Context: an optimization exercise on an open-source flow, tuned for small area, a short achievable clock period and few clock cycles per item. The choices shown serve that exercise and are no tape-out recipe.
In this exercise RTL edits were held to simulation tests only and were not proved equivalent to the original.

--- config.mk ---
export PLATFORM = sky130hd
export DESIGN_NAME = nr_div
export DESIGN_NICKNAME = nr_div
export VERILOG_FILES = /design/flow/design.v
export SDC_FILE = /design/flow/constraint.sdc
export NUM_CORES = 4
export LEC_CHECK = 0
export CAP_MARGIN = 20
export CORE_MARGIN = 2
export CORE_UTILIZATION = 40
export SLEW_MARGIN = 20
--- constraint.sdc ---
create_clock -name core_clock -period 8.0 [get_ports {clk}]
set_input_delay 1.6000 -clock core_clock [delete_from_list [all_inputs] [get_ports {clk}]]
set_output_delay 1.6000 -clock core_clock [all_outputs]
set_load 0.01 [all_outputs]
--- design.v ---
module nr_div (
    input rstn,
    input clk,
    input [MANTISSA_W+EXP_W-1:0] d,
    input in_valid,
    output reg in_ready,
    output reg [MANTISSA_W+EXP_W-1:0] out,
    output reg out_valid,
    input out_ready
);
    localparam MANTISSA_W = 16;
    localparam EXP_W = 8;
    localparam ITERATION_COUNT = 4;
    localparam ITERATION_CNT_W = 2;
    localparam MANTISSA_W_CLOG2 = 4;
    localparam STATE_W = 2;
    localparam STATE_IDLE = 0;
    localparam STATE_APPROXIMATE = 1;
    localparam STATE_ITTERATING = 2;
    localparam STATE_DONE = 3;
    localparam FIX_POINT_LOCATION = 15;
    localparam CONST_48_OVER_17 = 32'd3031741621;  
    localparam CONST_32_OVER_17 = 16'd61681;  
    localparam CONST_2 = 32'h80000000;  
    reg [MANTISSA_W-1:0] d_man;  
    reg [31:FIX_POINT_LOCATION] z;  
    reg [31:FIX_POINT_LOCATION] ztemp;  
    wire [31:0] z_approx = CONST_48_OVER_17 - (CONST_32_OVER_17 * d_man);
    wire [31:0] ztemp_next = CONST_2-(d_man * z);
    wire [31:0] z_next = z * ztemp;
    reg signed [EXP_W-1:0] d_exp;  
    reg d_sign;
    reg [ITERATION_CNT_W-1:0] i;
    reg [STATE_W-1:0] state;
    always @(posedge clk) begin
        if (!rstn) begin
            i <= 0;
            state <= STATE_IDLE;
            in_ready <= 1;
            out_valid <= 0;
        end else begin
            if (state == STATE_IDLE) begin
                if (in_ready && in_valid) begin
                    d_man <= ({(MANTISSA_W){d[MANTISSA_W+EXP_W-1]}} ^ d[MANTISSA_W+EXP_W-1:EXP_W]) + d[MANTISSA_W+EXP_W-1];
                    d_exp <= d[EXP_W-1:0];
                    d_sign <= d[MANTISSA_W+EXP_W-1];
                    state <= STATE_APPROXIMATE;
                    in_ready <= 0;
                end
            end else if (state == STATE_APPROXIMATE) begin
                z <= z_approx[31:FIX_POINT_LOCATION];
                state <= STATE_ITTERATING;
            end else if (state == STATE_ITTERATING) begin
                i <= i+1;
                if (i[0] == 1'b0) begin
                    ztemp <= ztemp_next[31:FIX_POINT_LOCATION];
                end else begin
                    z <= z_next[31:FIX_POINT_LOCATION];
                end
                if (i == ITERATION_COUNT-1) begin
                    i <= 0;
                    state <= STATE_DONE;
                end
            end else if (state == STATE_DONE) begin
                if (!out_valid) begin
                    out_valid <= 1;
                    out[MANTISSA_W+EXP_W-1:EXP_W] <= ({MANTISSA_W{d_sign}} ^ (z[31:31-MANTISSA_W+1])) + d_sign;
                    out[EXP_W-1:0] <= -d_exp + 1'b1;
                end else if (out_ready) begin
                    out_valid <= 0;
                    state <= STATE_IDLE;
                    in_ready <= 1;
                end
            end
        end
    end
endmodule
--- run.sh ---
#!/bin/bash
# synth_recipe.tcl (not shown) runs the flow's synth.tcl, then flattens the netlist and writes it again
# the make line also repeats each setting of config.mk as NAME=value (left out here)
make -C /OpenROAD-flow-scripts/flow DESIGN_CONFIG=/design/flow/config.mk WORK_HOME=/design/flow/orfs CLKGATE_MAP_FILE= SYNTH_SCRIPT=/design/flow/synth_recipe.tcl finish
==> flow_summary.ini, run 1 <==
[clock_network]
cts-htree-levels = 3
cts_tree = done
cts_inserted_buffers = 9
clock_path_buffers = 2
post_cts_buffers = 0
clk_pin_slew_ns = 0.07
hold_buffers = 0
clock-sinks = 89
clockRootBuffer = clkbuf_16
cts-resized-gates = 0
clock_latency_ns = 0.38

[synthesis]
synthArstFlopShare_pct = 0
synth_top_cell_area_share_pct = 38.8
synth_cells = 2923
ys_top_cells_by_area = fa_1 39%, ha_1 16%, inv_1 11%
syn-num-nets = 3804
ys_types = 70
yosys_warnings = 1
yosysSeqAreaShare_pct = 9.81
synth_commonest_cells = 747 x inv_1, 516 x fa_1, 337 x ha_1
synth_edf_count = 83
synth_seq_cells = 89
yosysTopAreaCell = fa_1
ys.flop_type = edfxtp_1
netlist_area_um2 = 26600
yosysMostFrequentCell = inv_1
synth.avg_cell_area_um2 = 9.11

[setup_path]
start_kind = flip-flop
crit_required_ns = 8.10
reg2reg_from = z[23]
arrival_ns = 7.16
critPathMaxFanout = 17
crit_type = reg -> reg
worstSetupStartpoint = z[23]
worst_setup_path_end_kind = flip-flop
reg2reg_depth = 21

[layout]
nets = 3809
multi_input_area_um2 = 20800
regArea_um2 = 2610
design_area_um2 = 28500
diodes = 0
drive_above_1_share_pct = 3.00
fillers = 6495
area_growth_pct = 7.09

[floorplan]
die-area_um2 = 68700
initial_core_util_pct = 40.4
rows = 94
io_pins = 54
fp.dieH_um = 262
die_x_um = 262
core-area_um2 = 65900

[grt]
use_met2_pct = 35.3
grt_max_degree = 37
grt_pass1_wl_um = 109000
grt_use_total_pct = 20.7
overflow = 0
grt.busiest_layer = met2
grt_use_met3_pct = 1.98
use_met1_pct = 28.4
first_global_vias = 19900
antenna_found_initial = 1

[routing]
post_drt_via_cell_ratio = 4.95
avgRoutedWirePerCell_um = 17.6
drt_iter0_drc = 887
num_vias = 18800
drcViolationCount = 0
first_pass_iters = 7
antenna_left = 0
drt_wl_total_um = 66800

[timing]
max_freq_mhz = 142
finalHoldViolCount = 0
worst_slew_pin_slew_ns = 0.994
final_max_slew_viol_count = 0
fin_crit_ns = 7.06
final.setup.tns_ns = 0
setup_viol = 0
slew-limit-headroom_pct = 33.7
finalClockSkew_ns = 0.0180
fin_crit_sh_pct = 88.3
rsz0062_at_grt = false

[placed_design]
placed_cell_area_um2 = 28200
io_buffers = 53
hpwl_um = 54100
gp_congestion = 0.865

[job]
maxCapViolations = 0

[outcome]
status = no timing/DRC/antenna violations

[min_path]
hold_start = d_exp[1]
hold_depth = 0
hold_class = reg -> reg
==> cell families (layout without fill, tap and decap cells) <==
family | Yosys count | count (layout) | share of synthesized area, %
buffers and inverters | 860 | 870 | 12.2
AO/OA/AOI/OAI | 226 | 226 | 5.49
XOR/XNOR | 109 | 109 | 3.58
AND/OR/NAND/NOR | 779 | 779 | 14.1
multiplexers | 7 | 7 | 0.263
adder cells (fa/ha/maj) | 853 | 853 | 54.6
flip-flops | 89 | 89 | 9.81
==> per-stage QoR <==
stage               setup slack [ns]  hold WS, ns  utilization [%]  instances
CTS                            0.946        0.518             43.3       3797
detailed placement             0.978        0.508             42.9       3781
floorplan                       1.68        0.452                -       2923
global placement                1.04        0.491             42.9       3781
finish                         0.939        0.510             43.3       3797
global route                   0.602        0.530             43.3       3797
==> placed cells by master (no fill, tap or decap), types with 8 or more instances in the layout <==
master,synthesis,final
nand3_1,14,14
nand2b_1,14,14
a21oi_1,69,69
nor3_1,19,18
o21ai_0,42,42
xnor2_1,63,63
buf_4,2,52
nand4_1,13,13
and2_1,225,225
a21o_1,18,18
xor2_1,46,46
fa_1,516,516
o21a_1,11,11
inv_1,747,747
nand2_1,325,325
a211oi_1,9,9
clkbuf_16,0,10
clkdlybuf4s50_1,0,53
nor2_1,126,125
nor2b_1,8,8
a31oi_1,11,11
ha_1,337,337
o21ai_1,10,10
edfxtp_1,83,83
==> per-layer routing <==
layer,share of wire (%),up-vias
li1,-,8768
met2,48,477
met3,4.9,67
met4,2.4,0
met5,0,-
met1,45,9480
==> critical path, cell delays in order, from the launching register on <==
cell and delay (ns):
edfxtp_1 0.78, buf_4 0.38, nand2_1 0.12, fa_1 0.56
inv_1 0.05, fa_1 0.55, fa_1 0.42, fa_1 0.46
fa_1 0.49, inv_1 0.05, fa_1 0.48, inv_1 0.04
ha_1 0.31, and2_1 0.19, a221oi_1 0.40, o21ai_0 0.31
a31oi_1 0.29, o211ai_1 0.17, a21oi_1 0.27, o221a_2 0.23
xor2_1 0.14, mux2i_1 0.10
==> registers in the layout, indices dropped and copies added (netlist names) <==
register,flops
out,24
z,17
ztemp,17
d_man,16
d_exp,8
i,2
state,2
d_sign,1
in_ready,1
out_valid,1
==> layout make-up <==
cell class                      instances  area share (%)
Clock buffer                           11           0.890
Clock inverter                          5           0.123
Inverter                              748            9.84
Multi-Input combinational cell       1974            72.9
Sequential cell                        89            9.16
Tap cell                              864            3.79
Timing Repair Buffer                  106            3.30
==> worst paths after layout <==
check / slack (ns) / to
worst min-delay path: 0.51 / out[1]
worst max register to register: 0.94 / z[30]
worst max-delay path: 0.94 / z[30]
worst min register to register: 0.51 / out[1]
Testbench counts, summed over its fixed seeds: cycles 16,384, items 2,048.
==> run 2: changes to the inputs <==
==> design.v (replaced) <==
module nr_div (
    input rstn,
    input clk,
    input [23:0] d,
    input in_valid,
    output reg in_ready,
    output reg [23:0] out,
    output reg out_valid,
    input out_ready
);
    localparam [31:0] C48 = 32'd3031741621;
    localparam [31:0] C32 = 32'd61681;
    localparam [31:0] C2  = 32'h80000000;
    wire en = in_ready;              
    reg        v1;
    reg [23:0] d1;
    reg        v2, s2;
    reg [7:0]  e2;
    reg [15:0] m2;
    reg [16:0] z2;
    reg        v3, s3;
    reg [7:0]  e3;
    reg [15:0] m3;
    reg [16:0] z3, t3;
    reg        v4, s4;
    reg [7:0]  e4;
    reg [15:0] m4;
    reg [16:0] z4;
    reg        v5, s5;
    reg [7:0]  e5;
    reg [16:0] z5, t5;
    reg [23:0] sk;
    wire        s1 = d1[23];
    wire [15:0] m1 = s1 ? (~d1[23:8] + 16'd1) : d1[23:8];
    wire [31:0] za = C48 - C32 * m1;
    wire [31:0] ta = C2 - m2 * z2;
    wire [31:0] zb = z3 * t3;
    wire [31:0] tb = C2 - m4 * z4;
    wire [31:0] zc = z5 * t5;
    wire [15:0] om = s5 ? (~zc[31:16] + 16'd1) : zc[31:16];
    wire [23:0] r5 = {om, e5};
    always @(posedge clk) begin
        if (en) begin
            d1 <= d;
            s2 <= s1; e2 <= 8'd1 - d1[7:0]; m2 <= m1; z2 <= za[31:15];
            s3 <= s2; e3 <= e2; m3 <= m2; z3 <= z2; t3 <= ta[31:15];
            s4 <= s3; e4 <= e3; m4 <= m3; z4 <= zb[31:15];
            s5 <= s4; e5 <= e4; z5 <= z4; t5 <= tb[31:15];
        end
    end
    wire push = en & v5;
    wire pop  = out_valid & out_ready;
    always @(posedge clk) begin
        if (!rstn) begin
            v1 <= 0; v2 <= 0; v3 <= 0; v4 <= 0; v5 <= 0;
            out_valid <= 0;
            in_ready <= 1;
        end else begin
            if (en) begin
                v1 <= in_valid; v2 <= v1; v3 <= v2; v4 <= v3; v5 <= v4;
            end
            if (pop) begin
                out_valid <= !in_ready | push;
                in_ready <= 1;
            end else if (push) begin
                out_valid <= 1;
                in_ready <= !out_valid;
            end
        end
    end
    always @(posedge clk) begin
        if (pop) begin
            out <= in_ready ? r5 : sk;
        end else if (push & !out_valid) begin
            out <= r5;
        end
        if (push & (pop ? !in_ready : out_valid)) sk <= r5;
    end
endmodule
==> run 2 against run 1 <==
  * Via count is 69% higher
  * Hold slack worse by 0.099 ns
  * Global-route usage shrank 2.2 points
  * Count of clock-buffer cells in the layout up 31
  * Synthesized area grew 84%
  * Non-clock buffer count is 4 higher
  * Critical path depth up 4
  * Flip-flop and latch count up 176
  * Critical path type unchanged
  * Critical endpoint is now z2[16]
==> flow_summary.ini, run 2 <==
[synthesis]
ys_types = 75
ys_top_cells_by_area = fa_1 39%, edfxtp_1 16%, ha_1 13%
synth_cells = 4968
synth_seq_cells = 265
ys.flop_type = edfxtp_1
netlist_area_um2 = 49100
synth_edf_count = 258
yosys_warnings = 1
synthArstFlopShare_pct = 0
synth_commonest_cells = 1,240 x inv_1, 951 x fa_1, 606 x nand2_1
yosysMostFrequentCell = inv_1
synth_top_cell_area_share_pct = 38.7
syn-num-nets = 6476
synth.avg_cell_area_um2 = 9.89
yosysTopAreaCell = fa_1
yosysSeqAreaShare_pct = 16.1

[placed_design]
io_buffers = 53
placed_cell_area_um2 = 51500
pre_cts_ws_ns = 0.399
placed_cells = 6538
hpwl_um = 88000
gp_congestion = 0.894

[timing]
fin_crit_ns = 7.46
slew-limit-headroom_pct = 29.7
final.setup.tns_ns = 0
max_freq_mhz = 134
fin_ws_ns = 0.540
whs_ns = 0.412
rsz0062_at_grt = false
fin_crit_sh_pct = 93.2
final_max_slew_viol_count = 0
finalHoldViolCount = 0
worst_slew_pin_slew_ns = 1.05
setup_viol = 0
finalClockSkew_ns = 0.0305

[setup_path]
worst_setup_path_end_kind = flip-flop
arrival_ns = 7.79
critPathMaxFanout = 8
start_kind = flip-flop
crit_type = reg -> reg
crit_required_ns = 8.33

[clock_network]
clock_path_buffers = 3
clockRootBuffer = clkbuf_16
cts-htree-levels = 2
clock_latency_ns = 0.59
cts_tree = done
hold_buffers = 0
cts_inserted_buffers = 36
clock-sinks = 265
clk_pin_slew_ns = 0.07

[routing]
top_layer_used = met4
avgRoutedWirePerCell_um = 16.5
dr_wl_met2_um = 52600
post_drt_via_cell_ratio = 4.82
first_pass_iters = 5
antenna_left = 0
drt_iter0_drc = 1496
wl_met1_um = 49400
dr_wl_met3_um = 5040
num_vias = 31800
drt_wl_total_um = 109000
drcViolationCount = 0

[layout]
layout_commonest_cell = inv_1
area_growth_pct = 7.21
fillers = 11800
design_area_um2 = 52700
diodes = 0
utilization_pct = 43.2
layout_common_cells = 1,240 x inv_1, 951 x fa_1, 606 x nand2_1, 599 x and2_1, 529 x ha_1
final_cells = 6601
top_regs = d1: 24 flops, out: 24 flops, sk: 24 flops
drive_above_1_share_pct = 3.30
nets = 6459

[grt]
antenna_found_initial = 1
overflow = 0
grt_use_total_pct = 18.4
first_global_vias = 35500
grt_max_degree = 74
grt_pass1_wl_um = 186000

[floorplan]
core-area_um2 = 122000
fp.dieH_um = 354
initial_core_util_pct = 40.3
die-area_um2 = 126000
die_x_um = 354
io_pins = 54
rows = 128

[job]
maxCapViolations = 0

[outcome]
status = no timing/DRC/antenna violations

[min_path]
hold_class = reg -> reg
[run 2: final cells by class]
cell class                      count  area (um2)  share of cell area [%]
Inverter                         1240        4650                    8.84
Sequential cell                   265        7890                    15.0
Clock inverter                     21         226                   0.430
Clock buffer                       42         923                    1.75
Tap cell                         1625        2030                    3.86
Multi-Input combinational cell   3298       36000                    68.3
Timing Repair Buffer              110         958                    1.82
[run 2: repair_timing]
action,in CTS,in global routing
gates resized for setup,0,2
setup buffers,0,0
endpoints found under the setup margin,0,1
[run 2: worst paths after layout]
| path | slack [ns] | start | to | cells past startpoint |
|---|---|---|---|---|
| hold / removal | 0.41 | m3[3] | m4[3] | 0 |
| setup / recovery | 0.54 | d1[8] | z2[16] | 25 |
| setup reg to reg | 0.54 | d1[8] | z2[16] | 25 |
| hold reg to reg | 0.41 | m3[3] | m4[3] | 0 |
[run 2: per-layer routing]
layer	global-route usage [%]	up-vias
li1	-	14800
met3	2.83	119
met5	0	-
met4	3.85	0
met1	24.5	16400
met2	31.7	551
[run 2: cells by family after synthesis]
family / Yosys count / synth area share (%)
buffers and inverters: 1405 / 10.7
adders and majority gates: 1480 / 52.2
muxes: 21 / 0.469
xor gates and xnor gates: 125 / 2.24
AOI/OAI and AO/OA: 245 / 3.50
DFF: 265 / 16.1
and+or+nand+nor: 1427 / 14.8
[run 2: critical path, cell delays in order (launching register included)]
cell and delay (ns):
edfxtp_1 0.38, buf_4 0.19, or3_1 0.40, or4_1 0.48, o41ai_1 0.47, xnor2_2 0.25, inv_1 0.16, fa_1 0.50
inv_1 0.04, ha_1 0.29, fa_1 0.50, fa_1 0.43, fa_1 0.50, inv_1 0.05, fa_1 0.44, ha_1 0.34
o21a_1 0.13, o21ai_0 0.06, nand2b_1 0.10, nand2_1 0.08, o21ai_0 0.34, a31o_2 0.26, nand3_1 0.09, a21boi_1 0.30
nor4_1 0.10, a311o_1 0.33
Testbench counts of run 2, summed over its fixed seeds: cycles 2,096, items 2,048.

## re-timing with driven ports
No port has a modelled driver above. Below, the same layouts with a new extraction and two added sets of constraints.
Step 1, drivers: a clkbuf_16 drives clk and a buf_2 each remaining input, both assumed.
Step 2, shift: input delay + t, output delay - t, t = (earliest + latest rising clock arrival at the registers) / 2. This alone moves slack from input paths to output paths.
Three values: ideal ports, drivers, drivers and shift; two values: the first two.
run | shift t [ns] | setup WS [ns] | hold slack, ns | worst register clock-pin slew, ns
run 1 | 0.416 | 0.939 / 0.939 / 0.939 | 0.510 / 0.510 / 0.510 | 0.08 / 0.08
run 2 | 0.647 | 0.540 / 0.540 / 0.540 | 0.412 / 0.412 / 0.412 | 0.07 / 0.07
After both steps setup and hold are still met in every run listed.
